Context: an optimization exercise on an open-source flow, tuned for small area and a short achievable clock period. The choices shown serve that exercise and are no tape-out recipe. No activity file was given, so power comes from the tool's default toggle rates.

Setup of job 3274:
// CPU
module CPU(
	input logic clk,
	input logic [15:0] inM,
	input logic [15:0] instruction,
	input logic reset,
	output logic [15:0] outM,
	output logic writeM,
	output logic [14:0] addressM,
	output logic [14:0] pc
);
==> flow/config.mk <==
export PLATFORM = sky130hd
export DESIGN_NAME = CPU
export DESIGN_NICKNAME = CPU
export VERILOG_FILES = /design/flow/design.v
export SDC_FILE = /design/flow/constraint.sdc
export NUM_CORES = 4
export LEC_CHECK = 0
export CAP_MARGIN = 20
export CORE_MARGIN = 2
export CORE_UTILIZATION = 40
export SLEW_MARGIN = 20
==> flow/constraint.sdc <==
create_clock -name core_clock -period 12.5 [get_ports {clk}]
set_input_delay 2.5000 -clock core_clock [delete_from_list [all_inputs] [get_ports {clk}]]
set_output_delay 2.5000 -clock core_clock [all_outputs]
set_load 0.01 [all_outputs]
standard.sh (not shown) runs the stock make flow with config.mk's settings and CLKGATE_MAP_FILE= SYNTH_SCRIPT=/design/flow/synth_recipe.tcl, a recipe that flattens the netlist after the stock synthesis.
==> flow/flow/run.sh <==
#!/bin/bash
# Layout flow: the standard ORFS flow (standard.sh) with two changes:
#  - synthesis maps the logic with the ABC script in flow/abc.script
#    (ORFS's synth.tcl otherwise unchanged; same -nofsm -noshare, flatten and renames)
#  - port buffers are sky130_fd_sc_hd__buf_1 instead of the default choice
set -euo pipefail
W=$PWD
sed "s#log_cmd abc {\*}\$abc_args#log_cmd abc {*}[lreplace \$abc_args 1 1 $W/flow/abc.script]#" \
  "$FLOW_HOME/scripts/synth.tcl" > "$W/synth_custom.tcl"
grep -q "flow/abc.script" "$W/synth_custom.tcl"
sed "s#\$::env(SCRIPTS_DIR)/synth.tcl#$W/synth_custom.tcl#" synth_recipe.tcl > "$W/synth_top.tcl"
grep -q "synth_custom.tcl" "$W/synth_top.tcl"
EXTRA=()
if [[ -f flow/make_args.txt ]]; then mapfile -t EXTRA < <(grep -v '^\s*$' flow/make_args.txt); fi
bash standard.sh SYNTH_SCRIPT="$W/synth_top.tcl" \
  "BUFFER_PORTS_ARGS=-buffer_cell sky130_fd_sc_hd__buf_1" "${EXTRA[@]}" finish > "$W/flow.log" 2>&1
==> flow/flow/abc.script <==
strash; dch; map -a; topo; stime -c
==> flow/flow/make_args.txt <==
Job 3274 went all the way through the flow, and no timing, DRC or antenna check failed.
The following lists how job 687 was set up differently from job 3274:
- SETUP_SLACK_MARGIN newly set to 3.5
Results
Job 687 vs. job 3274: data arrival time of the critical path went down by 0.92 ns. Job 3274 and job 687 ended up with nearly the same total wire length after detailed routing. Combinational group share of total power up 0.2 points in job 687 wrt job 3274. Job 3274 and job 687 ended up with nearly the same instance area after placement. Comparing job 3274 and job 687, the lower routed wire length on met2 is on job 3274. From job 3274 to job 687 the numbers moved as follows: final critical-path share of the clock period has decreased; setup slack higher; pin count of the biggest net entering global routing has remained practically unchanged; via count ~0 delta. A worst setup path startpoint of instruction[8] is what job 687 shows, while instruction[12] belongs to job 3274. Re area growth from synthesis to final layout: job 687 is 0.36 points up on job 3274.
Inputs modified between job 687 and job 9433:
- SETUP_SLACK_MARGIN: 3.5 -> 5
Notes after the runs:
Job 9433 closes out successfully: all stages finished, all timing, DRC and antenna checks passed. Core util | job 9433 vs job 687 | job 9433 higher. The relative contribution of the clock network to total power of job 9433 falls short of that of job 687 by 4.3 points. Final-layout clock buffer total up 1 in job 9433 wrt job 687. Compared with job 687, job 9433 is hungrier on power. Taking job 687 as the reference, in job 9433 routed length on met3 increased about 30%; worst setup slack picked up an extra 1.09 ns; period utilization decreased 8.7 points.
Inputs modified between job 9433 and job 5749:
- removing SETUP_SLACK_MARGIN (formerly 5)
==> flow/flow/run.sh <==
#!/bin/bash
cp standard.sh standard_sh_copy.txt
cp config.mk config_copy.txt
export BUFFER_PORTS_ARGS="-buffer_cell sky130_fd_sc_hd__buf_1"
bash standard.sh > standard.log 2>&1
removed: flow/flow/abc.script
removed: flow/flow/make_args.txt
==> run summary <==
Job 9433 has higher met1 demand-to-capacity share in global routing than job 5749. As far as clock slew at the register clock pins of the worst setup and hold paths is concerned, job 5749 and job 9433 perform about the same. Total number of multi-input combinational cells shrinks slightly when moving from job 9433 to job 5749. Utilization delta for job 5749 relative to job 9433: 7.9 points lower. Job 9433 → job 5749: combinational share of power fell 3.8 points, slack of the critical path fell 0.87 ns, worst reg-to-reg setup slack now sits lower. According to the power report, total power for job 5749 is lower than for job 9433. Die size: job 5749 exceeds job 9433. Summary — per-instance average area after synthesis, job 5749 relative to job 9433: higher, by about 18%. Job 5749: done, clean on timing, DRC and antenna.
Function was not checked in any run of this note: the RTL went through the layout flow alone.

separate check: timing with driven ports:
Ports are ideal in the flow. The routed layouts listed here were re-timed in OpenROAD.
Step 1 assumes that a clkbuf_16 drives the clock port and a buf_2 every other input.
Step 2 moves the port delays by t, midway between the first and last clock arrival at a register: inputs arrive t later, outputs are due t later. That takes back most of the time a late clock gives input paths.
Three values: ideal, step 1, step 2; two values: the first two.
| run | t (ns) | slack for setup (ns) | hold slack, ns |
|---|---|---|---|
| job 3274 | 0.338 | 2.982 / 2.956 / 2.956 | 0.508 / 0.508 / 0.508 |
| job 687 | 0.337 | 3.903 / 3.874 / 3.874 | 0.508 / 0.508 / 0.508 |
| job 9433 | 0.330 | 4.993 / 4.932 / 4.932 | 0.498 / 0.498 / 0.498 |
| job 5749 | 0.332 | 4.120 / 4.095 / 4.095 | 0.547 / 0.547 / 0.547 |
After both steps every run listed still meets setup and hold. For job 9433, which loses most, drivers alone change the setup slack by -0.061 ns; drivers and shift together by -0.061 ns.
